Source: an optimization exercise on an open RTL-to-GDS flow (aim: a short achievable clock period and few clock cycles). Production flows keep margins and buffers that such runs may drop.
Only simulation tests tie the RTL to the original design; equivalence was not proved.
Power is estimated from default activity; no workload was simulated.

### flow/flow/run.sh
#!/bin/bash
set -euo pipefail
bash standard.sh SETUP_SLACK_MARGIN=8.5 finish > standard.log 2>&1
### flow/standard.sh
#!/bin/bash
# synth_recipe.tcl (not shown) runs the flow's synth.tcl, then flattens the netlist and writes it again
# the make line also repeats each setting of config.mk as NAME=value (left out here)
make -C /OpenROAD-flow-scripts/flow DESIGN_CONFIG=/design/flow/config.mk WORK_HOME=/design/flow/orfs CLKGATE_MAP_FILE= SYNTH_SCRIPT=/design/flow/synth_recipe.tcl "${@:-finish}"
### flow/config.mk
export PLATFORM = sky130hd
export DESIGN_NAME = OTTER_MCU
export DESIGN_NICKNAME = OTTER_MCU
export VERILOG_FILES = /design/flow/design.v
export SDC_FILE = /design/flow/constraint.sdc
export NUM_CORES = 4
export LEC_CHECK = 0
export ABC_CLOCK_PERIOD_IN_PS = 3000
export CAP_MARGIN = 20
export CORE_MARGIN = 2
export CORE_UTILIZATION = 40
export GPL_TIMING_DRIVEN = 1
export SETUP_SLACK_MARGIN = 5
export SLEW_MARGIN = 20
export TNS_END_PERCENT = 100
### flow/constraint.sdc
create_clock -name core_clock -period 11.0 [get_ports {CLK}]
set_input_delay 2.2000 -clock core_clock [delete_from_list [all_inputs] [get_ports {CLK}]]
set_output_delay 2.2000 -clock core_clock [all_outputs]
set_load 0.01 [all_outputs]
### flow/design.v
`timescale 1ns / 1ps
module REG_FILE(
    input clk,
    input [4:0] RF_ADR1,
    input [4:0] RF_ADR2,
    input RF_EN,
    input [4:0] RF_WA,
    input [31:0] RF_WD,
    output logic [31:0] RF_RS1,
    output logic [31:0] RF_RS2
    );
    logic [31:0] ram [1:31];
    assign RF_RS1 = (RF_ADR1 == 5'd0) ? 32'd0 : ram[RF_ADR1];
    assign RF_RS2 = (RF_ADR2 == 5'd0) ? 32'd0 : ram[RF_ADR2];
    always_ff @(posedge clk) begin
        if (RF_EN && RF_WA != 5'd0)
            ram[RF_WA] <= RF_WD;
    end
endmodule
`timescale 1ns / 1ps
module OTTER_MCU(
    input RST,
    input CLK,
    output [13:0] MEM_ADDR1,
    output MEM_RDEN1,
    input [31:0] MEM_DOUT1,
    output [13:0] MEM_ADDR2,
    output MEM_RDEN2,
    output MEM_WE2,
    output [3:0] MEM_BE2,
    output [31:0] MEM_DIN2,
    input [31:0] MEM_DOUT2
    );
    localparam NB = 4;           
    localparam SPRED_BNE = 1'b1;
    logic [31:0] fpc;            
    logic        iv, i_pred;     
    logic [31:0] ipc;
    logic [NB-1:0] i_hit;
    logic        dv, d_pred, d_bp;  
    logic [31:0] ir, dpc;
    logic [NB-1:0] d_hit;
    logic [NB-1:0] bt_v;
    logic [29:0]   bt_tag [0:NB-1];
    logic [31:0]   bt_tgt [0:NB-1];
    logic [1:0]    bt_ptr;       
    logic          bi_v;         
    logic [29:0]   bi_tag;
    logic [31:0]   bi_tgt;
    logic        ev, e_pred, e_bp;  
    logic [NB-1:0] e_hit;
    logic [31:0] epc, e_seq, e_btgt, e_a, e_b, e_bn, e_sd, e_imm;  
    logic [1:0]  e_acnt, e_bcnt;  
    logic        e_sub, e_f_add, e_f_sll, e_f_slt, e_f_sltu, e_f_xor, e_f_sr, e_sra,
                 e_f_or, e_f_and, e_f_link;
    logic        e_br, e_jal, e_jalr, e_load, e_store, e_wen;
    logic [2:0]  e_f3;
    logic [4:0]  e_rd;
    logic        mv, m_wen, m_load, m_we, m_re;
    logic [4:0]  m_rd;
    logic [31:0] m_res, m_din;
    logic [13:0] m_addr;
    logic [3:0]  m_be;
    logic [2:0]  m_f3;
    logic [1:0]  m_alo;
    logic        wv, w_wen, w_load;
    logic [4:0]  w_rd;
    logic [31:0] w_res;
    logic [2:0]  w_f3;
    logic [1:0]  w_alo;
    logic stall;                 
    assign MEM_ADDR1 = fpc[15:2];
    assign MEM_RDEN1 = ~stall;
    logic [NB-1:0] f_hit;
    logic [31:0]   f_ptgt;
    always_comb begin
        f_ptgt = 32'd0;
        for (int i = 0; i < NB; i++) begin
            f_hit[i] = bt_v[i] & (bt_tag[i] == fpc[31:2]);
            f_ptgt = f_ptgt | ({32{f_hit[i]}} & bt_tgt[i]);
        end
    end
    wire f_pred = |f_hit;
    wire [31:0] inst = MEM_DOUT1;
    wire [6:0] opc = ir[6:0];
    wire [2:0] f3  = ir[14:12];
    wire [4:0] rd  = ir[11:7];
    wire [4:0] rs1 = ir[19:15];
    wire [4:0] rs2 = ir[24:20];
    wire d_lui   = (opc == 7'b0110111);
    wire d_auipc = (opc == 7'b0010111);
    wire d_jal   = (opc == 7'b1101111);
    wire d_jalr  = (opc == 7'b1100111);
    wire d_br    = (opc == 7'b1100011);
    wire d_load  = (opc == 7'b0000011);
    wire d_store = (opc == 7'b0100011);
    wire d_opimm = (opc == 7'b0010011);
    wire d_op    = (opc == 7'b0110011);
    wire d_alu   = d_op | d_opimm;
    wire d_use1 = ~(d_lui | d_auipc | d_jal);
    wire d_use2 = d_br | d_store | d_op;
    wire d_wen  = (d_lui | d_auipc | d_jal | d_jalr | d_load | d_alu) & (rd != 5'd0);
    wire [31:0] imm_i = {{21{ir[31]}}, ir[30:20]};
    wire [31:0] imm_s = {{21{ir[31]}}, ir[30:25], ir[11:7]};
    wire [31:0] imm_b = {{20{ir[31]}}, ir[7], ir[30:25], ir[11:8], 1'b0};
    wire [31:0] imm_u = {ir[31:12], 12'd0};
    wire [31:0] imm_j = {{12{ir[31]}}, ir[19:12], ir[20], ir[30:21], 1'b0};
    wire [31:0] d_tgt = dpc + (d_jal ? imm_j : imm_b);
    wire d_brv = d_br & (f3[2:1] != 2'b01);
    wire d_st  = dv & ~d_pred & (d_jal | (d_brv & (ir[31] | SPRED_BNE & (f3 == 3'b001))));
    wire [31:0] rf_a, rf_b;
    wire        rf_we;
    wire [31:0] w_wd;
    REG_FILE reg_file(.clk(CLK), .RF_ADR1(rs1), .RF_ADR2(rs2), .RF_EN(rf_we),
        .RF_WA(w_rd), .RF_WD(w_wd), .RF_RS1(rf_a), .RF_RS2(rf_b));
    wire d_fa_e = ev & e_wen & (rs1 == e_rd);
    wire d_fb_e = ev & e_wen & (rs2 == e_rd);
    wire d_fa_m = mv & m_wen & (rs1 == m_rd);
    wire d_fb_m = mv & m_wen & (rs2 == m_rd);
    wire d_fa_w = wv & w_wen & (rs1 == w_rd);
    wire d_fb_w = wv & w_wen & (rs2 == w_rd);
    wire [32:0] sum33 = {1'b0, e_a} + {1'b0, e_bn} + {32'd0, e_sub};
    wire [31:0] sum = sum33[31:0];
    wire        ltu = ~sum33[32];
    wire        lt  = (e_a[31] ^ e_b[31]) ? e_a[31] : ltu;
    wire        eq  = (e_a == e_b);
    wire [4:0]  sh  = e_b[4:0];
    wire [31:0] sll = e_a << sh;
    wire [31:0] srv = $signed({e_sra & e_a[31], e_a}) >>> sh;
    wire [31:0] seq = e_seq;
    wire [31:0] res = ({32{e_f_add}}  & sum)
                    | ({32{e_f_sll}}  & sll)
                    | ({32{e_f_slt}}  & {31'd0, lt})
                    | ({32{e_f_sltu}} & {31'd0, ltu})
                    | ({32{e_f_xor}}  & (e_a ^ e_b))
                    | ({32{e_f_sr}}   & srv)
                    | ({32{e_f_or}}   & (e_a | e_b))
                    | ({32{e_f_and}}  & (e_a & e_b))
                    | ({32{e_f_link}} & seq);
    logic cond;
    always_comb begin
        case (e_f3[2:1])
            2'b00:   cond = eq;
            2'b10:   cond = lt;
            default: cond = ltu;
        endcase
        cond = cond ^ e_f3[0];
    end
    wire [31:0] agu  = e_a + e_imm;
    wire [31:0] btgt = e_btgt;
    wire [31:0] rtgt = e_pred ? seq : (e_jalr ? agu : btgt);
    wire taken    = e_jal | e_jalr | (e_br & cond);
    wire e_go     = ev & ~stall;
    wire redirect = e_go & (taken ^ e_pred);
    logic [3:0] be;
    always_comb begin
        case (e_f3[1:0])
            2'b00:   be = 4'b0001 << agu[1:0];
            2'b01:   be = agu[1] ? 4'b1100 : 4'b0011;
            default: be = 4'b1111;
        endcase
    end
    assign MEM_ADDR2 = m_addr;
    assign MEM_RDEN2 = m_re;
    assign MEM_WE2   = m_we;
    assign MEM_BE2   = m_be;
    assign MEM_DIN2  = m_din;
    logic [31:0] ld;
    always_comb begin
        logic [31:0] shd;
        shd = MEM_DOUT2 >> {w_alo, 3'b000};
        case (w_f3[1:0])
            2'b00:   ld = w_f3[2] ? {24'd0, shd[7:0]}  : {{24{shd[7]}}, shd[7:0]};
            2'b01:   ld = w_f3[2] ? {16'd0, shd[15:0]} : {{16{shd[15]}}, shd[15:0]};
            default: ld = MEM_DOUT2;
        endcase
    end
    assign w_wd  = w_load ? ld : w_res;
    assign rf_we = wv & w_wen;
    wire [31:0] fa = d_fa_e ? res : d_fa_m ? m_res : d_fa_w ? w_wd : rf_a;
    wire [31:0] fb = d_fb_e ? res : d_fb_m ? m_res : d_fb_w ? w_wd : rf_b;
    wire [1:0] n_acnt = (d_use1 & d_fa_e & e_load) ? 2'd2 :
                        (d_use1 & ~d_fa_e & d_fa_m & m_load) ? 2'd1 : 2'd0;
    wire [1:0] n_bcnt = (d_use2 & d_fb_e & e_load) ? 2'd2 :
                        (d_use2 & ~d_fb_e & d_fb_m & m_load) ? 2'd1 : 2'd0;
    wire [31:0] d_bv  = (d_op | d_br | d_store) ? fb : (d_lui | d_auipc) ? imm_u : imm_i;
    wire        d_sub = (d_op & (((f3 == 3'b000) & ir[30]) | (f3[2:1] == 2'b01)))
                      | (d_opimm & (f3[2:1] == 2'b01)) | d_br;
    function automatic [31:0] repl(input [31:0] v, input [1:0] sz);
        case (sz)
            2'b00:   repl = {4{v[7:0]}};
            2'b01:   repl = {2{v[15:0]}};
            default: repl = v;
        endcase
    endfunction
    always_ff @(posedge CLK) begin
        if (RST) begin
            fpc    <= 32'd0;
            iv     <= 1'b0;
            dv     <= 1'b0;
            ev     <= 1'b0;
            mv     <= 1'b0;
            m_we   <= 1'b0;
            wv     <= 1'b0;
            e_acnt <= 2'd0;
            e_bcnt <= 2'd0;
            stall  <= 1'b0;
            bt_v   <= '0;
            bt_ptr <= '0;
            bi_v   <= 1'b0;
        end else begin
            mv   <= e_go;
            m_we <= e_go & e_store;
            wv   <= mv;
            bi_v <= e_go & taken & ~e_bp & (e_br | e_jal);
            if (bi_v) begin
                bt_v[bt_ptr] <= 1'b1;
                bt_ptr <= bt_ptr + 1'b1;
            end
            if (stall) begin
                if (e_acnt != 2'd0) e_acnt <= e_acnt - 2'd1;
                if (e_bcnt != 2'd0) e_bcnt <= e_bcnt - 2'd1;
                stall <= (e_acnt == 2'd2) | (e_bcnt == 2'd2);
            end else begin
                if (e_go & e_bp & ~taken) bt_v <= bt_v & ~e_hit;
                ev <= dv & ~redirect;
                e_acnt <= n_acnt;
                e_bcnt <= n_bcnt;
                stall  <= dv & ~redirect & ((n_acnt != 2'd0) | (n_bcnt != 2'd0));
                if (redirect) begin
                    fpc <= rtgt;
                    iv  <= 1'b0;
                    dv  <= 1'b0;
                end else if (d_st) begin
                    fpc <= d_tgt;
                    iv  <= 1'b0;
                    dv  <= 1'b0;
                end else begin
                    fpc <= f_pred ? f_ptgt : fpc + 32'd4;
                    iv  <= 1'b1;
                    dv  <= iv;
                end
            end
        end
    end
    always_ff @(posedge CLK) begin
        w_wen  <= m_wen;
        w_load <= m_load;
        w_rd   <= m_rd;
        w_res  <= m_res;
        w_f3   <= m_f3;
        w_alo  <= m_alo;
        m_wen  <= e_wen;
        m_load <= e_load;
        m_re   <= e_go & e_load;
        m_rd   <= e_rd;
        m_res  <= res;
        m_f3   <= e_f3;
        m_alo  <= agu[1:0];
        m_addr <= agu[15:2];
        m_be   <= be;
        m_din  <= e_sd;
        bi_tag <= epc[31:2];
        bi_tgt <= btgt;
        if (bi_v) begin
            bt_tag[bt_ptr] <= bi_tag;
            bt_tgt[bt_ptr] <= bi_tgt;
        end
        if (stall) begin
            if (e_acnt == 2'd1) e_a <= w_wd;
            if (e_bcnt == 2'd1) begin
                e_b  <= w_wd;
                e_bn <= w_wd ^ {32{e_sub}};
                e_sd <= repl(w_wd, e_f3[1:0]);
            end
        end else begin
            begin
                ipc    <= fpc;
                i_pred <= f_pred;
                i_hit  <= f_hit;
                ir     <= inst;
                dpc    <= ipc;
                d_pred <= i_pred;
                d_bp   <= i_pred;
                d_hit  <= i_hit;
            end
            epc      <= dpc;
            e_pred   <= d_pred | d_st;
            e_seq    <= dpc + 32'd4;
            e_btgt   <= d_tgt;
            e_bp     <= d_bp;
            e_hit    <= d_hit;
            e_a      <= d_lui ? 32'd0 : (d_auipc ? dpc : fa);
            e_b      <= d_bv;
            e_bn     <= d_bv ^ {32{d_sub}};
            e_sd     <= repl(fb, f3[1:0]);
            e_imm    <= d_store ? imm_s : imm_i;
            e_sub    <= d_sub;
            e_f_add  <= (d_alu & (f3 == 3'b000)) | d_lui | d_auipc;
            e_f_sll  <= d_alu & (f3 == 3'b001);
            e_f_slt  <= d_alu & (f3 == 3'b010);
            e_f_sltu <= d_alu & (f3 == 3'b011);
            e_f_xor  <= d_alu & (f3 == 3'b100);
            e_f_sr   <= d_alu & (f3 == 3'b101);
            e_sra    <= ir[30];
            e_f_or   <= d_alu & (f3 == 3'b110);
            e_f_and  <= d_alu & (f3 == 3'b111);
            e_f_link <= d_jal | d_jalr;
            e_br     <= d_br & (f3[2:1] != 2'b01);
            e_jal    <= d_jal;
            e_jalr   <= d_jalr;
            e_load   <= d_load;
            e_store  <= d_store;
            e_wen    <= d_wen;
            e_f3     <= f3;
            e_rd     <= rd;
        end
    end
endmodule
==> run_results.csv, run 1 <==
group,metric,value,unit
placed_design,dp_hpwl,228,mm
min_path,hp-start,"m_f3[0]",
synthesis,synth-edff-count,1609,
synthesis,synth_area_leaders,"edfxtp_1 52%, mux4_2 15%, dfxtp_1 5.6%",
synthesis,synthCells,6443,
min_path,holdPathStages,0,
routing,drtIter0Drc,10110,
run_status,status,"no timing/DRC/antenna violations",
grt,grt_pass1_wl,533,mm
placed_design,place_ws,5330,ps
timing,skew,67.0,ps
timing,period_share,0.386,
placed_design,place_area,98900,um^2
clock_tree,cts_inserted_buffers,200,
worst_setup_path,crit_required,11640,ps
synthesis,ys_warn_count,2,
timing,maxSlewViolCount,0,
synthesis,syn_area,92900,um^2
grt,grt-ovfl-total,0,
cells_and_area,stdcell_area,120000,um^2
worst_setup_path,startpoint_type,"primary input",
synthesis,synth_ff_type,"edfxtp_1",
synthesis,synth.top_cell.area_share,0.520,
routing,remaining_drc_errors,0,
worst_setup_path,reg2reg_from,"e_b[1]",
worst_setup_path,crit_type,"primary input to flip-flop",
worst_setup_path,worstPathCellList,"buf_6 > mux4_2 > nand2_2 > o21a_4 > o31a_1 > buf_4 > buf_12 > buf_12 > a21o_4 > o221ai_4 > o21ai_2 > nand2_1 > o211ai_1 > buf_4 > o311ai_2",
worst_setup_path,rr_endpoint,"e_sd[27]",
min_path,hold_class,"flip-flop to flip-flop",
synthesis,yosys-top-cells-count,"1,609 x edfxtp_1, 616 x mux4_2, 407 x nor2_1, 323 x nand2_1, 295 x clkbuf_1",
floorplan,dieArea,236000,um^2
worst_setup_path,slowest_stage,"mux4_2",
timing,timing.setup.tns,0,ps
cells_and_area,fillCellCount,18541,
synthesis,ys_seq_area_frac,0.576,
floorplan,start_util,0.403,
synthesis,synth.most_common_cell,"edfxtp_1",
synthesis,yosysTopAreaCell,"edfxtp_1",
worst_setup_path,r2r_slack,6960,ps
floorplan,die_h,486,um
cells_and_area,fin_cells,10490,
floorplan,core_area,231000,um^2
clock_tree,cts_root_buf,"clkbuf_16",
timing,max_slew_margin,0.192,
clock_tree,htree_levels,4,
placed_design,post-place-cells,9312,
grt,antenna_found_initial,26,
timing,period_needed,4240,ps
floorplan,die_w,486,um
timing,setup_violations,0,
min_path,hold_end,"w_f3[0]",
cells_and_area,syn2layout_area_growth,29.5,%
routing,routed_wl,396,mm
placed_design,place_congestion,1.01,
clock_tree,clock_latency,910,ps
clock_tree,clockBufferDepth,3,
pwr,leakage,42.2,nW
synthesis,syn_area_per_cell,14.4,um^2
routing,drt-pass1-iter-count,8,
clock_tree,cts_sinks,1870,
synthesis,yosys.cell_types.count,95,
worst_setup_path,cpPeakStageDelay,510,ps
worst_setup_path,crit_fanout,5,
worst_setup_path,arrival,4880,ps
timing,tightest_slew,1200,ps
synthesis,synthArstFlopShare,0,
timing,timing.fmax,236,MHz
synthesis,ys_ff_latch,1870,
clock_tree,cts_tree,"built",
job,cap_violations,0,
timing,fin_ws,6760,ps
floorplan,row_count,176,
cells_and_area,finish.net_count,7518,
grt,grt_start_max_net_pins,70,
routing,wl_per_cell,37.7,um
worst_setup_path,rr_worst_depth,15,
timing,rsz0062_at_grt,"yes",
clock_tree,cts.clk_slew.worst_paths,60,ps
grt,grt_pass1_vias,65460,
worst_setup_path,critPathCaptureType,"flip-flop",
pwr,ir_drop,0.000130,V
routing,vias,69957,
timing,hold_viol,0,
routing,detail-route-antenna-nets,0,
cells_and_area,layout-drive-gt1-share,0.386,
floorplan,ioPinCount,133,
routing,via_per_inst,6.67,
grt,grt_usage,0.324,
placed_design,io_buffers,132,
pwr,power_density,147,nW/um^2
synthesis,synth_fp_nets,6686,
[worst max-delay path, delay by kind of cell]
family,cells,cell delay (ps)
AOI/OAI and AO/OA,7,1180
buffers and inverters,5,790
and+or+nand+nor,2,190
muxes,1,510
[power breakdown]
part           total (W)  internal (W)  switching [W]
sequential       0.00801       0.00781       0.000198
clock            0.00698       0.00396        0.00302
combinational    0.00276       0.00122        0.00154
[worst max-delay path by stage]
stage	startpoint	endpoint	slack (ps)	cells after the start
6_report	MEM_DOUT2[31]	e_sd[26]	6760	15
2_1_floorplan	MEM_DOUT2[31]	e_bn[13]	6370	10
4_1_cts	MEM_DOUT2[31]	e_sd[27]	6920	12
3_5_place_dp	MEM_DOUT2[14]	e_bn[6]	5330	12
3_3_place_gp	MEM_DOUT2[14]	e_bn[6]	5410	12
5_1_grt	MEM_DOUT2[31]	e_sd[26]	6850	15
[cell usage in the layout (no fill, tap or decap), drive strengths merged, types with 26 or more instances in the layout]
cell type | Yosys | layout
a221oi | 58 | 58
o22ai | 26 | 26
clkinv | 4 | 88
a21oi | 289 | 290
o221ai | 41 | 41
nand2b | 34 | 35
mux2 | 45 | 48
clkdlybuf4s50 | 0 | 32
xnor2 | 244 | 244
dfxtp | 261 | 261
clkbuf | 297 | 280
ha | 173 | 173
nand4 | 97 | 97
clkinvlp | 0 | 57
and2 | 27 | 27
o21a | 32 | 32
a21o | 69 | 69
a31oi | 35 | 36
buf | 181 | 981
nand3 | 79 | 79
o211ai | 81 | 81
nor3 | 52 | 52
o21ai | 235 | 235
mux4 | 616 | 616
a211oi | 176 | 176
a22oi | 88 | 88
nand2 | 323 | 323
mux2i | 197 | 197
edfxtp | 1609 | 1609
inv | 153 | 148
nor2 | 407 | 407
xor2 | 72 | 72
[what timing repair did]
action | CTS | global route
hold buffers | 0 | 0
cloned | 101 | 25
pin swaps | 270 | 236
setup buffers | 475 | 184
setup endpoints to repair | 2220 | 1652
resized for setup | 1524 | 420
[routing by layer]
metal  part of all wire  vias up  track usage  wire [um]
met5            0.00016        -            0         64
met3               0.12     1152       0.0848      48400
met2               0.44     5347        0.493     176000
li1                   -    27621            -          -
met1               0.36    35827        0.419     143000
met4              0.072       10        0.185      28700
[final cells by class]
| cell class | instances | area (um^2) | area share |
|---|---|---|---|
| sequential | 1870 | 53700 | 0.446 |
| multi-input combinational | 3949 | 42200 | 0.351 |
| timing repair buffer | 1060 | 12700 | 0.106 |
| clock buffer | 257 | 5380 | 0.0447 |
| tap | 3026 | 3790 | 0.0315 |
| clock inverter | 119 | 1390 | 0.0116 |
| inverter | 157 | 752 | 0.00625 |
| timing repair inverter | 37 | 304 | 0.00253 |
| antenna | 15 | 37.5 | 0.000312 |
[sequential cells by signal, summed over array words and instances (netlist names), 12 cells and up, named ones only]
register / count
bi_tag: 30
bi_tgt: 32
bt_tag: 120
bt_tgt: 128
dpc: 32
e_a: 32
e_b: 32
e_bn: 32
e_btgt: 31
e_imm: 12
e_sd: 32
e_seq: 30
epc: 32
fpc: 32
ipc: 32
ir: 32
m_addr: 14
m_din: 32
m_res: 32
reg_file.ram: 992
w_res: 32
[kinds of logic after synthesis]
family,share of synthesized area
flops,0.576
compound gates,0.103
simple gates,0.0617
mux,0.176
buf+inv,0.0291
xor+xnor,0.0298
fa+ha+maj,0.0242
[per-stage QoR]
step / utilization / power, W / hold slack, ps
final: 0.522 / 0.0177 / 329
after floorplan: - / 0.00930 / 310
after detailed placement: 0.429 / 0.0101 / 318
after global routing: 0.522 / 0.0182 / 333
after CTS: 0.504 / 0.0175 / 329
after global placement: 0.429 / 0.0101 / 315
Testbench counts, summed over its fixed seeds: cycles 67,399.
==> inputs of run 2 (changes only) <==
--- a/flow/config.mk
+++ b/flow/config.mk
@@ -6,8 +6,8 @@
 export NUM_CORES = 4
 export LEC_CHECK = 0
-export ABC_CLOCK_PERIOD_IN_PS = 3000
+export ABC_CLOCK_PERIOD_IN_PS = 2000
 export CAP_MARGIN = 20
 export CORE_MARGIN = 2
-export CORE_UTILIZATION = 40
+export CORE_UTILIZATION = 50
 export GPL_TIMING_DRIVEN = 1
 export SETUP_SLACK_MARGIN = 5
==> run_results.csv, run 2 <==
group,metric,value,unit
routing,vias,69792,
synthesis,yosys-top-cells-count,"1,609 x edfxtp_1, 616 x mux4_2, 407 x nor2_1, 323 x nand2_1, 295 x clkbuf_1",
timing,maxSlewViolCount,0,
floorplan,die_h,435,um
routing,via_per_inst,6.99,
floorplan,start_util,0.502,
timing,skew,62.1,ps
run_status,status,"no timing/DRC/antenna violations",
clock_tree,cts_tree,"built",
routing,routed_wl,389,mm
timing,fin_ws,6960,ps
routing,remaining_drc_errors,0,
worst_setup_path,crit_required,11590,ps
worst_setup_path,startpoint_type,"primary input",
worst_setup_path,critPathCaptureType,"flip-flop",
synthesis,synth-edff-count,1609,
synthesis,synth_top_family_by_area,"multiplexers",
routing,drt-pass1-iter-count,8,
clock_tree,cts_sinks,1870,
clock_tree,cts.clk_slew.worst_paths,60,ps
timing,period_share,0.367,
synthesis,ys_ff_latch,1870,
pwr,ir_drop,0.000155,V
timing,max_slew_margin,0.228,
floorplan,core_area,185000,um^2
timing,timing.setup.tns,0,ps
synthesis,synth_fp_nets,6686,
synthesis,muxShareOfSynthArea,0.176,
clock_tree,cts_root_buf,"clkbuf_16",
job,cap_violations,0,
grt,antenna_found_initial,21,
pwr,power,0.0173,W
grt,grt_pass1_wl,526,mm
floorplan,die_w,435,um
clock_tree,cts_hold_buf,0,
placed_design,place_ws,5110,ps
synthesis,ys_seq_area_frac,0.576,
routing,wl_per_cell,39.0,um
synthesis,synthCells,6443,
routing,detail-route-antenna-nets,0,
worst_setup_path,arrival,4620,ps
synthesis,syn_area,92900,um^2
cells_and_area,largest_reg_flops,992,
synthesis,ys_warn_count,2,
placed_design,place_congestion,1.03,
grt,grt-ovfl-total,0,
pwr,leakage,42.5,nW
timing,timing.fmax,248,MHz
timing,rsz0062_at_grt,"yes",
clock_tree,cts_inserted_buffers,193,
synthesis,synth.top_cell.area_share,0.520,
synthesis,synthAdderAreaFrac,0.0242,
clock_tree,htree_levels,4,
synthesis,synth_ff_type,"edfxtp_1",
synthesis,synth_xor_area_frac,0.0298,
synthesis,synthArstFlopShare,0,
synthesis,synth_compound_area_frac,0.103,
synthesis,yosys.cell_types.count,95,
pwr,power_density,144,nW/um^2
cells_and_area,final_common_cell,"edfxtp_1",
clock_tree,clock_latency,900,ps
grt,grt_usage,0.398,
synthesis,yosysTopAreaCell,"edfxtp_1",
min_path,hold_class,"flip-flop to flip-flop",
cells_and_area,layout-drive-gt1-share,0.391,
grt,grt_start_max_net_pins,132,
worst_setup_path,crit_type,"primary input to flip-flop",
floorplan,dieArea,189000,um^2
cells_and_area,syn2layout_area_growth,29.2,%
grt,grt_pass1_vias,65244,
cells_and_area,largest-register,"reg_file.ram",
floorplan,ioPinCount,133,
routing,drtIter0Drc,10371,
synthesis,synth.most_common_cell,"edfxtp_1",
placed_design,dp_hpwl,223,mm
synthesis,synth-simple-area-share,0.0617,
floorplan,row_count,158,
synthesis,syn_area_per_cell,14.4,um^2
clock_tree,clockBufferDepth,3,
timing,tightest_slew,1150,ps
placed_design,io_buffers,132,
timing,setup_violations,0,
timing,hold_viol,0,
cells_and_area,finish.net_count,7568,
cells_and_area,largestRegisters,"reg_file.ram: 992 flops, bt_tgt: 128 flops, bt_tag: 120 flops",
worst_setup_path,crit_fanout,6,
timing,period_needed,4040,ps
timing,timing.hold.ws,326,ps
cells_and_area,final_cell_mix,"1,609 x edfxtp_1, 616 x mux4_2, 474 x buf_4, 346 x nor2_1, 315 x buf_6",
synthesis,synth_area_leaders,"edfxtp_1 52%, mux4_2 15%, dfxtp_1 5.6%",
run 2: cell count changes in the layout (fill, tap and decap cells not counted), moves of 7 or more:
| cell | before | now |
|---|---|---|
| nor4_1 | 12 | 4 |
| o221ai_2 | 26 | 33 |
| o21ai_1 | 54 | 66 |
| o21ai_2 | 44 | 34 |
| buf_2 | 14 | 5 |
| mux2i_2 | 20 | 10 |
| buf_6 | 279 | 315 |
| diode_2 | 15 | 7 |
| buf_12 | 120 | 153 |
| bufinv_16 | 20 | 13 |
run 2: logic make-up (layout without fill, tap and decap cells):
kind of cell / count (synthesis) / count (layout)
flip-flops: 1870 / 1870
AO/OA/AOI/OAI: 1385 / 1390
AND/OR/NAND/NOR: 1202 / 1203
multiplexers: 858 / 860
buffers and inverters: 635 / 1677
XOR/XNOR: 316 / 316
adder cells (fa/ha/maj): 177 / 177
other: 0 / 7
run 2: stage by stage:
step	cell area, um^2	utilization	cells
after floorplan	94400	-	6443
after global placement	98200	0.531	8768
after detailed placement	98200	0.531	8769
after CTS	116000	0.626	9755
after global routing	120000	0.649	9974
final	120000	0.649	9980
run 2: area by class of cell:
cell class / count / area [um^2]
timing repair inverter: 35 / 289
sequential: 1870 / 53700
inverter: 157 / 732
clock inverter: 114 / 1110
fill: 13239 / 64900
timing repair buffer: 1122 / 13700
tap: 2480 / 3100
clock buffer: 249 / 5130
multi-input combinational: 3946 / 42300
antenna: 7 / 17.5
run 2: per-layer routing:
layer | vias up | wire (um) | share of wire | track usage
met5 | - | 84 | 0.00022 | 0.000504
met4 | 12 | 33100 | 0.085 | 0.259
met3 | 1280 | 46700 | 0.12 | 0.0934
met2 | 5172 | 171000 | 0.44 | 0.595
met1 | 35643 | 138000 | 0.35 | 0.525
li1 | 27685 | - | - | -
run 2: worst max-delay path: stages:
cell	delay, ps
buf_6	100
buf_6	100
mux2_4	250
a22oi_2	240
o21a_4	210
buf_6	110
o31ai_4	60
buf_12	190
o221ai_4	140
a311oi_2	120
a21o_1	260
a221oi_2	340
xor2_1	200
a21oi_1	90
run 2: report_power, final:
group          internal [W]  switching, W
combinational       0.00125       0.00152
sequential          0.00781      0.000201
clock               0.00362       0.00291
run 2: final timing paths:
check / startpoint / to / slack [ps] / cells past startpoint
max: MEM_DOUT2[31] / e_bn[17] / 6960 / 14
min: m_alo[1] / w_alo[1] / 330 / 0
max reg2reg: e_a[0] / fpc[17] / 6970 / 15
min reg2reg: m_alo[1] / w_alo[1] / 330 / 0
run 2: what timing repair did:
item,4_1_cts,5_1_grt
resized for setup,1518,493
setup buffers,531,189
setup endpoints to repair,2266,1537
cloned,92,29
pin swaps,318,263
==> inputs of run 3 (changes only) <==
==> flow/flow/run.sh (replaced) <==
#!/bin/bash
set -euo pipefail
bash standard.sh SETUP_SLACK_MARGIN=7.5 finish > standard.log 2>&1
--- a/flow/config.mk
+++ b/flow/config.mk
@@ -11,4 +11,5 @@
 export CORE_UTILIZATION = 50
 export GPL_TIMING_DRIVEN = 1
+export PLACE_DENSITY_LB_ADDON = 0.1
 export SETUP_SLACK_MARGIN = 5
 export SLEW_MARGIN = 20
==> run_results.csv, run 3 <==
group,metric,value,unit
pwr,p_comb_frac,0.144,
clock_tree,htree_levels,4,
job,cap_violations,0,
worst_setup_path,r2r_slack,6940,ps
pwr,leakage,40.3,nW
worst_setup_path,crit_fanout,3,
grt,grt_pass1_vias,64300,
grt,grt-ovfl-total,0,
grt,grt_start_max_net_pins,180,
worst_setup_path,arrival,4770,ps
worst_setup_path,worstPathCellList,"buf_6 > mux4_2 > a31oi_4 > buf_6 > o21ai_2 > a22o_4 > buf_12 > a221o_1 > a22oi_2 > nand2_1 > o211ai_1 > nand3_1",
pwr,power_density,152,nW/um^2
cells_and_area,multiInputGateArea,41000,um^2
synthesis,synth_ff_type,"edfxtp_1",
routing,detail-route-antenna-nets,0,
timing,tightest_slew,1410,ps
synthesis,synth_area_leaders,"edfxtp_1 52%, mux4_2 15%, dfxtp_1 5.6%",
worst_setup_path,critPathCaptureType,"flip-flop",
routing,routed_wl,372,mm
worst_setup_path,startpoint_type,"primary input",
cells_and_area,final_common_cell,"edfxtp_1",
synthesis,synth.top_cell.area_share,0.520,
grt,grt_usage,0.382,
pwr,seqPwrFrac,0.457,
floorplan,ioPinCount,133,
synthesis,synth_fp_nets,6686,
synthesis,yosysTopAreaCell,"edfxtp_1",
routing,via_per_inst,7.01,
timing,timing.fmax,239,MHz
timing,max_slew_margin,0.0596,
timing,period_share,0.380,
floorplan,core_area,185000,um^2
floorplan,row_count,158,
floorplan,dieArea,189000,um^2
routing,drt-pass1-iter-count,6,
worst_setup_path,crit_buf_inv,3,
placed_design,place_ws,4940,ps
cells_and_area,regArea,53700,um^2
synthesis,ys_warn_count,2,
timing,rsz0062_at_grt,"yes",
worst_setup_path,cp_num_cells,12,
floorplan,die_w,435,um
cells_and_area,largestRegisters,"reg_file.ram: 992 flops, bt_tgt: 128 flops, bt_tag: 120 flops",
floorplan,start_util,0.502,
routing,remaining_drc_errors,0,
clock_tree,cts_hold_buf,0,
worst_setup_path,crit_type,"primary input to flip-flop",
run_status,status,"no timing/DRC/antenna violations",
synthesis,yosys.cell_types.count,95,
pwr,p_sw,0.00457,W
timing,hold_viol,0,
cells_and_area,layout-drive-gt1-share,0.347,
timing,period_needed,4180,ps
cells_and_area,postLayoutCoreUtil,0.621,
clock_tree,clock_latency,910,ps
worst_setup_path,critPathMostFrequentCell,"buf_6",
routing,wl_per_cell,38.2,um
worst_setup_path,crit_required,11590,ps
grt,grtUsageMet2,0.583,
grt,busiest_layer,"met2",
min_path,hold_class,"flip-flop to flip-flop",
grt,grt.met1_usage,0.495,
worst_setup_path,cp-startpoint,"MEM_DOUT2[31]",
pwr,p_int,0.0129,W
timing,timing.setup.tns,0,ps
clock_tree,cts_tree,"built",
synthesis,synthArstFlopShare,0,
clock_tree,cts_inserted_buffers,197,
pwr,clkPwrFrac,0.398,
worst_setup_path,critical_path.top_delay_family,"compound AO/OA/AOI/OAI gates",
cells_and_area,finish.net_count,7311,
routing,vias,68196,
worst_setup_path,slowest_stage,"mux4_2",
worst_setup_path,reg2reg_from,"ir[4]",
worst_setup_path,rr_endpoint,"fpc[31]",
routing,drtIter0Drc,10661,
grt,antenna_found_initial,22,
synthesis,ys_seq_area_frac,0.576,
cells_and_area,final_cell_mix,"1,609 x edfxtp_1, 616 x mux4_2, 456 x buf_4, 360 x nor2_1, 296 x nand2_1",
clock_tree,cts.clk_slew.worst_paths,60,ps
worst_setup_path,rr_worst_depth,17,
placed_design,io_buffers,132,
synthesis,synth.most_common_cell,"edfxtp_1",
timing,skew,57.2,ps
floorplan,die_h,435,um
clock_tree,clockBufferDepth,3,
timing,fin_ws,6820,ps
grt,grt_pass1_wl,506,mm
synthesis,ys_ff_latch,1870,
synthesis,synthCells,6443,
synthesis,syn_area_per_cell,14.4,um^2
cells_and_area,largest-register,"reg_file.ram",
synthesis,syn_area,92900,um^2
clock_tree,cts_sinks,1870,
pwr,ir_drop,0.000154,V
timing,timing.hold.ws,318,ps
worst_setup_path,cpPeakStageDelay,540,ps
synthesis,synth-edff-count,1609,
pwr,swShare,0.262,
timing,setup_violations,0,
grt,met3_usage,0.0918,
placed_design,dp_hpwl,220,mm
synthesis,yosys-top-cells-count,"1,609 x edfxtp_1, 616 x mux4_2, 407 x nor2_1, 323 x nand2_1, 295 x clkbuf_1",
clock_tree,cts_root_buf,"clkbuf_16",
placed_design,place_congestion,1.03,
cells_and_area,fillCellCount,13654,
cells_and_area,syn2layout_area_growth,23.7,%
worst_setup_path,endpoint,"e_sd[27]",
timing,maxSlewViolCount,0,
cells_and_area,largest_reg_flops,992,
## run 3: logic make-up (layout without fill, tap and decap cells)
kind of cell             Yosys count  after routing  synth area share
AND/OR/NAND/NOR                 1202           1203            0.0617
XOR/XNOR                         316            316            0.0298
buffers and inverters            635           1427            0.0291
multiplexers                     858            861             0.176
AO/OA/AOI/OAI                   1385           1389             0.103
other                              0             12                 0
flip-flops                      1870           1870             0.576
adder cells (fa/ha/maj)          177            177            0.0242
## run 3: power by group through the flow
stage	combinational (W)	sequential [W]	clock [W]
5_1_grt	0.00261	0.00798	0.00726
2_1_floorplan	0.00123	0.00805	0
3_3_place_gp	0.00187	0.00818	0
6_report	0.00252	0.00798	0.00696
3_5_place_dp	0.00188	0.00818	0
4_1_cts	0.00226	0.00797	0.00699
## run 3: through the flow
| stage | std cells | instance area (um^2) | power (W) |
|---|---|---|---|
| 6_report | 9735 | 115000 | 0.0175 |
| 4_1_cts | 9541 | 111000 | 0.0172 |
| 3_3_place_gp | 8769 | 97900 | 0.0101 |
| 3_5_place_dp | 8771 | 97900 | 0.0101 |
| 2_1_floorplan | 6443 | 93800 | 0.00927 |
| 5_1_grt | 9723 | 115000 | 0.0178 |
## run 3: repair_timing
item	in CTS	in global routing
pin swaps	194	219
buffers inserted	334	169
gates cloned	62	13
gates resized for setup	1026	484
setup endpoints to repair	1080	777
## run 3: area by class of cell
type | count | area share
multi-input combinational | 3946 | 0.356
sequential | 1870 | 0.467
clock buffer | 259 | 0.0475
timing repair buffer | 869 | 0.0828
timing repair inverter | 27 | 0.00173
inverter | 157 | 0.00640
clock inverter | 115 | 0.0112
tap | 2480 | 0.0270
antenna | 12 | 0.000261
## run 3: worst min path at each step
stage                        start        to  cells after the start  slack [ps]
after global routing      m_alo[0]  w_alo[0]                      0         320
final                     m_alo[0]  w_alo[0]                      0         320
after detailed placement   m_f3[1]   w_f3[1]                      0         310
after global placement     m_f3[1]   w_f3[1]                      0         310
after CTS                 m_alo[0]  w_alo[0]                      0         330
after floorplan           m_alo[0]  w_alo[0]                      0         310
## run 3: per-layer routing
layer  part of all wire  wire (um)
met1               0.35     132000
met2               0.45     167000
met3               0.12      44200
met4              0.079      29300
met5            0.00020         76
==> inputs of run 4 (changes only) <==
==> flow/flow/run.sh (replaced) <==
#!/bin/bash
set -euo pipefail
bash standard.sh SETUP_SLACK_MARGIN=9 finish > standard.log 2>&1
--- a/flow/config.mk
+++ b/flow/config.mk
@@ -6,10 +6,9 @@
 export NUM_CORES = 4
 export LEC_CHECK = 0
-export ABC_CLOCK_PERIOD_IN_PS = 2000
+export ABC_CLOCK_PERIOD_IN_PS = 1500
 export CAP_MARGIN = 20
 export CORE_MARGIN = 2
-export CORE_UTILIZATION = 50
+export CORE_UTILIZATION = 60
 export GPL_TIMING_DRIVEN = 1
-export PLACE_DENSITY_LB_ADDON = 0.1
 export SETUP_SLACK_MARGIN = 5
 export SLEW_MARGIN = 20
==> run_results.csv, run 4 <==
group,metric,value,unit
synthesis,synth.most_common_cell,"edfxtp_1",
routing,detail-route-antenna-nets,0,
synthesis,ys_warn_count,2,
timing,skew,74.5,ps
clock_tree,cts_inserted_buffers,190,
synthesis,synthCells,6443,
worst_setup_path,crit_type,"primary input to flip-flop",
pwr,clkPwrFrac,0.388,
synthesis,synth_ff_type,"edfxtp_1",
synthesis,synth.top_cell.area_share,0.520,
placed_design,place_congestion,1.06,
cells_and_area,final_common_cell,"edfxtp_1",
worst_setup_path,arrival,4840,ps
placed_design,post-place-cells,8308,
synthesis,ys_ff_latch,1870,
clock_tree,cts_sinks,1870,
synthesis,synth_fp_nets,6686,
routing,wl_per_cell,41.2,um
routing,wl_met2,165,mm
timing,timing.setup.tns,0,ps
pwr,seqPwrFrac,0.454,
routing,wl_met3,63.4,mm
routing,via_per_inst,7.59,
pwr,leakage,42.6,nW
worst_setup_path,slowest_stage,"mux4_2",
worst_setup_path,critPathCaptureType,"flip-flop",
grt,grt-ovfl-total,0,
clock_tree,cts_root_buf,"clkbuf_16",
placed_design,dp_hpwl,213,mm
routing,remaining_drc_errors,0,
synthesis,synth_area_leaders,"edfxtp_1 52%, mux4_2 15%, dfxtp_1 5.6%",
floorplan,dieArea,158000,um^2
clock_tree,cts.clk_slew.worst_paths,70,ps
timing,period_share,0.384,
timing,rsz0062_at_grt,"yes",
clock_tree,clockBufferDepth,3,
synthesis,syn_area,92900,um^2
pwr,p_comb_frac,0.158,
grt,grt_pass1_vias,67175,
worst_setup_path,crit_required,11620,ps
floorplan,start_util,0.604,
cells_and_area,syn2layout_area_growth,29.3,%
timing,maxSlewViolCount,0,
timing,hold_viol,0,
timing,max_slew_margin,0.153,
routing,routed_wl,392,mm
placed_design,io_buffers,132,
synthesis,syn_area_per_cell,14.4,um^2
grt,grt_usage,0.480,
routing,vias,72207,
worst_setup_path,worstPathCellList,"buf_6 > mux4_2 > nand2_1 > o21a_2 > o31a_1 > buf_4 > buf_12 > a21o_4 > o221ai_4 > o21ai_2 > nand2_1 > o211ai_1 > buf_4 > o311ai_2",
worst_setup_path,crit_fanout,6,
pwr,p_sw,0.00470,W
pwr,swShare,0.266,
run_status,status,"no timing/DRC/antenna violations",
cells_and_area,largestRegisters,"reg_file.ram: 992 flops, bt_tgt: 128 flops, bt_tag: 120 flops",
floorplan,ioPinCount,133,
pwr,ir_drop,0.000210,V
cells_and_area,final_cell_mix,"1,609 x edfxtp_1, 616 x mux4_2, 437 x buf_4, 348 x nor2_1, 295 x buf_6",
min_path,hold_class,"flip-flop to flip-flop",
cells_and_area,layout-drive-gt1-share,0.397,
cells_and_area,fin_cells,9509,
routing,wl_met1,125,mm
pwr,p_int,0.0129,W
job,cap_violations,0,
floorplan,row_count,144,
floorplan,die_w,398,um
timing,tightest_slew,1260,ps
floorplan,core_area,154000,um^2
pwr,power,0.0176,W
clock_tree,clock_latency,890,ps
cells_and_area,finish.net_count,7520,
cells_and_area,fillCellCount,8527,
worst_setup_path,cpPeakStageDelay,540,ps
routing,highest_layer,"met5",
cells_and_area,largest_reg_flops,992,
synthesis,synthArstFlopShare,0,
timing,timing.fmax,237,MHz
synthesis,yosys-top-cells-count,"1,609 x edfxtp_1, 616 x mux4_2, 407 x nor2_1, 323 x nand2_1, 295 x clkbuf_1",
clock_tree,htree_levels,4,
timing,period_needed,4220,ps
timing,setup_violations,0,
grt,grt_start_max_net_pins,109,
floorplan,die_h,398,um
clock_tree,cts_tree,"built",
routing,drt-pass1-iter-count,14,
cells_and_area,largest-register,"reg_file.ram",
timing,timing.hold.ws,320,ps
grt,antenna_found_initial,41,
synthesis,synth-edff-count,1609,
synthesis,yosysTopAreaCell,"edfxtp_1",
worst_setup_path,startpoint_type,"primary input",
grt,grt_pass1_wl,524,mm
routing,drtIter0Drc,13404,
pwr,power_density,147,nW/um^2
synthesis,yosys.cell_types.count,95,
synthesis,ys_seq_area_frac,0.576,
[run 4: kinds of logic (layout without fill, tap and decap cells)]
logic type,after synthesis,count (layout),synth area share
xor gates and xnor gates,316,316,0.0298
buffers and inverters,635,1620,0.0291
muxes,858,860,0.176
AOI/OAI and AO/OA,1385,1391,0.103
and+or+nand+nor,1202,1205,0.0617
other,0,26,0
DFF,1870,1870,0.576
adders and majority gates,177,177,0.0242
[run 4: metal layers]
metal | track usage | vias to the layer above
li1 | - | 27581
met5 | 0 | -
met1 | 0.597 | 35618
met3 | 0.195 | 2005
met2 | 0.681 | 6985
met4 | 0.350 | 18
[run 4: worst max-delay path, delay by kind of cell]
family,cells,cell delay (ps)
AND/OR/NAND/NOR,2,170
buffers and inverters,4,660
multiplexers,1,540
AO/OA/AOI/OAI,7,1240
[run 4: what timing repair did]
action / 4_1_cts / 5_1_grt
pin swaps: 308 / 257
gates cloned: 107 / 20
endpoints found under the setup margin: 2740 / 1846
hold buffers: 0 / 0
setup buffers: 518 / 175
gates resized for setup: 1641 / 476
[run 4: layout make-up]
| type | instances | area [um^2] | area share |
|---|---|---|---|
| clock buffer | 234 | 5030 | 0.0419 |
| timing repair buffer | 1072 | 13300 | 0.111 |
| multi-input combinational | 3949 | 42900 | 0.357 |
| inverter | 157 | 742 | 0.00617 |
| sequential | 1870 | 53700 | 0.447 |
| clock inverter | 120 | 1530 | 0.0127 |
| timing repair inverter | 37 | 292 | 0.00243 |
| antenna | 26 | 65.1 | 0.000541 |
| tap | 2044 | 2560 | 0.0213 |
[run 4: path summary, 6_finish.rpt]
path | start | endpoint | slack (ps) | cells past startpoint
worst min-delay path | m_alo[0] | w_alo[0] | 320 | 0
worst max-delay path | MEM_DOUT2[31] | e_sd[26] | 6780 | 14
worst max register to register | flip-flop | e_sd[26] | 6830 | 11
worst min register to register | m_alo[0] | w_alo[0] | 320 | 0
[run 4: per-stage QoR]
stage	area (um^2)	utilization	setup WS [ps]
after floorplan	95000	-	6370
after global placement	97800	0.636	5510
after detailed placement	97900	0.636	5370
after CTS	116000	0.754	6970
after global routing	120000	0.781	6790
final	120000	0.781	6780
[run 4: power groups by stage]
stage          Sequential [W]  Combinational (W)  Clock, W
5_1_grt               0.00801            0.00285   0.00709
6_report              0.00801            0.00279   0.00684
3_5_place_dp          0.00822            0.00187         0
3_3_place_gp          0.00822            0.00187         0
4_1_cts               0.00799            0.00244   0.00681
2_1_floorplan         0.00806            0.00127         0

## port drivers added, routing unchanged
How much do the figures lean on ideal ports? The routed layouts below were timed once more, with nothing changed but the port constraints.
Step 1, drivers: a clkbuf_16 drives CLK and a buf_2 each remaining input, both assumed.
Step 2 also shifts input and output timing later by t, the mid clock arrival at the registers, as if the neighbouring blocks saw the same clock.
Slacks: ideal / step 1 / step 2; pairs: ideal / step 1.
| run | t (ns) | setup WS [ns] | cell pins on the clock port's net |
|---|---|---|---|
| run 1 | 0.963 | 6.757 / 6.798 / 5.835 | 1 |
| run 2 | 0.958 | 6.964 / 6.966 / 6.061 | 1 |
| run 3 | 0.960 | 6.817 / 6.867 / 5.907 | 1 |
| run 4 | 0.933 | 6.777 / 6.826 / 5.892 | 1 |
After both steps setup and hold are still met in every run listed. For run 1, which loses most, drivers alone change the setup slack by +0.041 ns; drivers and shift together by -0.922 ns.
